Background: an optimization exercise with open tools, aiming at small area, a short achievable clock period and few clock cycles per item. Do not read the settings as production practice. In this exercise RTL edits were held to simulation tests only and were not proved equivalent to the original. No activity file was given, so power comes from the tool's default toggle rates.

Design RSA_Encryptor, start of the top module:
module RSA_Encryptor(private_key, public_key, message_val, clk, start, rst, cal_done, cal_val);
	input 	[63:0] 	private_key;	 
	input 	[63:0] 	public_key;		 
	input 	[63:0] 	message_val;	 
	input 			clk;
	input 			start;
	input 			rst;
	output	reg		cal_done;
	output	[63:0]	cal_val;
	localparam IDLE  = 3'd0;
	localparam SETUP = 3'd1;	 
	localparam DIV   = 3'd2;	 
	localparam MUL   = 3'd3;	 
	localparam CPA   = 3'd4;	 
	localparam FIX   = 3'd5;	 
	localparam M_SQ  = 2'd0;	 
	localparam M_MX  = 2'd1;	 
	localparam M_FIN = 2'd2;	 
	reg [2:0]  state;
	reg [1:0]  mode;
	reg        first;		 
	reg [7:0]  cnt;
	reg [6:0]  ecnt;		 
	reg [63:0] N;
	reg [63:0] E;
	reg [64:0] X;			 
	reg [64:0] A;			 
	reg [65:0] S;			 
	reg [65:0] C;
	reg        k;			 
	reg [2:0]  v;			 
	assign cal_val = A[63:0];
	reg [2:0]  ad;			 
	reg        idle;
	wire [65:0] cpa;
	cpa66 u_cpa(.a(S), .b(C), .ci(k), .s(cpa));
	wire [65:0] Sn, Cn;
	wire        kn;
	wire [2:0]  vn;
	wire [2:0]  dnext;
	wire [2:0]  abn = dnext * A[2:0];
	mont_step u_step(.S(S), .C(C), .v(v), .k(k), .a(ad), .abn(abn), .B(A), .N(N),
	                 .So(Sn), .Co(Cn), .ko(kn), .vo(vn));
	wire        ok  = ~cpa[65];
	wire [64:0] rem = ok ? cpa[64:0] : S[64:0];
	wire        ez  = ~|E;
	wire        divbit = ez ? (cnt == 8'd63) : (cnt[7:6] == 2'b00 && X[~cnt[5:0]]);
	wire [68:0] dsrc = (mode == M_MX) ? {4'b0, X} : {4'b0, A};
	assign      dnext = (mode == M_FIN) ? 3'd0 : dsrc[3*cnt[4:0]+3 +: 3];
	wire        nmx  = mode == M_SQ && E[63] && !first;
	wire        nfin = !nmx && ecnt <= 7'd1;
	wire [2:0]  d0   = nmx ? X[2:0] : (nfin ? 3'd1 : cpa[2:0]);
	wire [2:0]  ab0  = d0 * cpa[2:0];
	wire eshift = (state == SETUP || state == DIV) && !E[63] && ecnt != 7'd0;
  ...
Size in the first run: ~420 flip-flops, ~260 I/O pins.
clock: 10.0 ns
lec_check: 0
cap_margin: 20
core_margin: 2
core_utilization: 70
slew_margin: 20
tns_end_percent: 5
standard.sh (not shown) runs the stock make flow with config.mk's settings and CLKGATE_MAP_FILE= SYNTH_SCRIPT=/design/flow/synth_recipe.tcl, a recipe that flattens the netlist after the stock synthesis.
==> flow/flow/run.sh <==
#!/bin/bash
# Layout flow: the standard layout (standard.sh, unchanged synthesis),
# with two repair settings changed:
#  - the input and output ports are buffered with buf_2 cells instead of the
#    default pick, a slow delay buffer;
set -euo pipefail
bash standard.sh "BUFFER_PORTS_ARGS=-buffer_cell sky130_fd_sc_hd__buf_2" \
	"SETUP_SLACK_MARGIN=7" \
	finish > standard.log 2>&1
Testbench counts at the start, summed over its fixed seeds: cycles 71,074, items 32.
Next try:
--- a/flow/flow/run.sh
+++ b/flow/flow/run.sh
@@ -5,0 +6,2 @@
+#  - repair_timing aims for SETUP_SLACK_MARGIN ns of extra setup slack.
+# The clock period and all constraints are the standard flow's.
@@ -6,0 +9 @@
+MARGIN=6.5
@@ -8,2 +11 @@
-	"SETUP_SLACK_MARGIN=7" \
-	finish > standard.log 2>&1
+	"SETUP_SLACK_MARGIN=${MARGIN}" finish > standard.log 2>&1
CORE_UTILIZATION = 40   (was 70)
TNS_END_PERCENT = not set   (was 5)
What happened: Flip-flop and latch count is unchanged. Critical path depth rises by 11. Synthesized cell count does not change. Wire length rises by 7.0%. Count of clock-buffer cells in the layout rises by 3. Final cell count rises by 14%. Power rises by 9.2%. Final area rises by 7.1%. Clock skew falls by 6.8 ps.
Next try:
--- a/flow/flow/run.sh
+++ b/flow/flow/run.sh
@@ -6,2 +5,0 @@
-#  - repair_timing aims for SETUP_SLACK_MARGIN ns of extra setup slack.
-# The clock period and all constraints are the standard flow's.
@@ -9 +6,0 @@
-MARGIN=6.5
@@ -11 +8,2 @@
-	"SETUP_SLACK_MARGIN=${MARGIN}" finish > standard.log 2>&1
+	"SETUP_SLACK_MARGIN=6.5" \
+	finish > standard.log 2>&1
CORE_UTILIZATION = 78   (was 40)
TNS_END_PERCENT = 2   (was not set)
- The changed run ran to the end with no violations
- fmax went down by 1.9%
- cell count decreases by 14%
- clock-buffer cell count came out lower by 5
- hold slack stays flat
- wire length drops by 2.7%
- non-clock buffer count went down by 72
- setup slack degrades by 89 ps
- combinational power came out lower by 13%
Next try:
CORE_UTILIZATION = 55   (was 78)
TNS_END_PERCENT = 10   (was 2)
After rerunning: Clock-buffer cell count climbs by 10; sequential power barely changes; power went up by 1.4%.

---

RSA_Encryptor, a different RTL version from the one above (not shown whole).
For scale: ~420 flip-flops.
export LEC_CHECK = 0
export CAP_MARGIN = 20
export CORE_MARGIN = 2
export CORE_UTILIZATION = 40
export SLEW_MARGIN = 20
create_clock -name core_clock -period 10.0 [get_ports {clk}]
==> flow/flow/run.sh <==
#!/bin/bash
# Layout flow: the standard layout (standard.sh, unchanged synthesis),
# with two repair settings changed:
#  - the input and output ports are buffered with buf_2 cells instead of the
#    default pick, a slow delay buffer;
#  - repair_timing aims for SETUP_SLACK_MARGIN ns of extra setup slack.
# The clock period and all constraints are the standard flow's.
set -euo pipefail
MARGIN=6.5
bash standard.sh "BUFFER_PORTS_ARGS=-buffer_cell sky130_fd_sc_hd__buf_2" \
	"SETUP_SLACK_MARGIN=${MARGIN}" finish > standard.log 2>&1
The first run finished with timing, DRC and antenna clean.
Testbench counts at the start, summed over its fixed seeds: cycles 73,090, items 32.
Rerun with:
==> flow/run.sh (new file) <==
#!/bin/bash
# synth_recipe.tcl (not shown) runs the flow's synth.tcl, then flattens the netlist and writes it again
# the make line also repeats each setting of config.mk as NAME=value (left out here)
make -C /OpenROAD-flow-scripts/flow DESIGN_CONFIG=/design/flow/config.mk WORK_HOME=/design/flow/orfs CLKGATE_MAP_FILE= SYNTH_SCRIPT=/design/flow/synth_recipe.tcl finish
removed: flow/flow/run.sh
removed: flow/standard.sh
Clock power grows by about 7%.
Critical path depth decreases by 2.
Cell area decreases by about 5.4%.
Worst setup slack degrades by 0.62 ns.
Global-route usage goes down by 1.2 points.
Die area does not change.
Synthesized area does not change.
Register-to-register slack loses 0.62 ns.
Wire length falls by about 6.4%.

---

RTL: one of the versions met above, not the one the previous note started from.
For scale: roughly 260 I/O pins, roughly 34000 µm² of cells after synthesis.
Settings: LEC_CHECK=0, CAP_MARGIN=20, CORE_MARGIN=2, CORE_UTILIZATION=70, SLEW_MARGIN=20, TNS_END_PERCENT=5; clock period 10.0 ns.
==> flow/flow/run.sh <==
#!/bin/bash
# Layout flow: the standard layout (standard.sh, unchanged synthesis),
# with two repair settings changed:
#  - the input and output ports are buffered with buf_2 cells instead of the
#    default pick, a slow delay buffer;
set -euo pipefail
bash standard.sh "BUFFER_PORTS_ARGS=-buffer_cell sky130_fd_sc_hd__buf_2" \
	"SETUP_SLACK_MARGIN=6" \
	finish > standard.log 2>&1
Testbench counts at the start, summed over its fixed seeds: cycles 71,074, items 32.
Then changed:
--- a/flow/flow/run.sh
+++ b/flow/flow/run.sh
@@ -6,4 +6,4 @@
 set -euo pipefail
 bash standard.sh "BUFFER_PORTS_ARGS=-buffer_cell sky130_fd_sc_hd__buf_2" \
-	"SETUP_SLACK_MARGIN=6" \
+	"SETUP_SLACK_MARGIN=6.5" \
 	finish > standard.log 2>&1
Routed wire length is lower by a few percent.
Core utilization barely changes.
Worst hold slack hardly moves.
Register-to-register slack barely changes.
Sequential share of layout area barely changes.

## separate check: timing with driven ports
Ports are ideal in the flow. The routed layouts listed here were re-timed in OpenROAD.
Step 1 (the two cells are an assumption about what drives the block):
set clk [get_ports {clk}]
set_driving_cell -lib_cell sky130_fd_sc_hd__clkbuf_16 $clk
set_driving_cell -lib_cell sky130_fd_sc_hd__buf_2 [delete_from_list [all_inputs] $clk]
Step 2 adds t to the input delays and takes it off the output delays; t is the mean of the earliest and latest rising clock arrival at the registers after step 1. Input paths then give back, and output paths get back, about the clock's delay inside the block.
a / b / c = ideal / step 1 / step 2; a / b = the first two.
| run | shift t [ns] | slack for setup (ns) | hold slack, ns |
|---|---|---|---|
| the first run of note 1 | 0.673 | 5.420 / 5.420 / 5.420 | 0.505 / 0.505 / 0.505 |
| the second run of note 1 | 0.693 | 5.409 / 5.409 / 5.409 | 0.516 / 0.516 / 0.516 |
| the third run of note 1 | 0.688 | 5.320 / 5.320 / 5.320 | 0.516 / 0.516 / 0.516 |
| the fourth run of note 1 | 0.693 | 5.396 / 5.396 / 5.396 | 0.515 / 0.515 / 0.515 |
| the first run of note 2 | 0.694 | 5.169 / 5.169 / 5.169 | 0.515 / 0.515 / 0.515 |
| the second run of note 2 | 0.696 | 4.552 / 4.552 / 4.552 | 0.522 / 0.522 / 0.522 |
| the first run of note 3 | 0.678 | 5.426 / 5.426 / 5.426 | 0.512 / 0.512 / 0.512 |
| the second run of note 3 | 0.667 | 5.437 / 5.437 / 5.437 | 0.513 / 0.513 / 0.513 |
After both steps setup and hold are still met in every run listed.
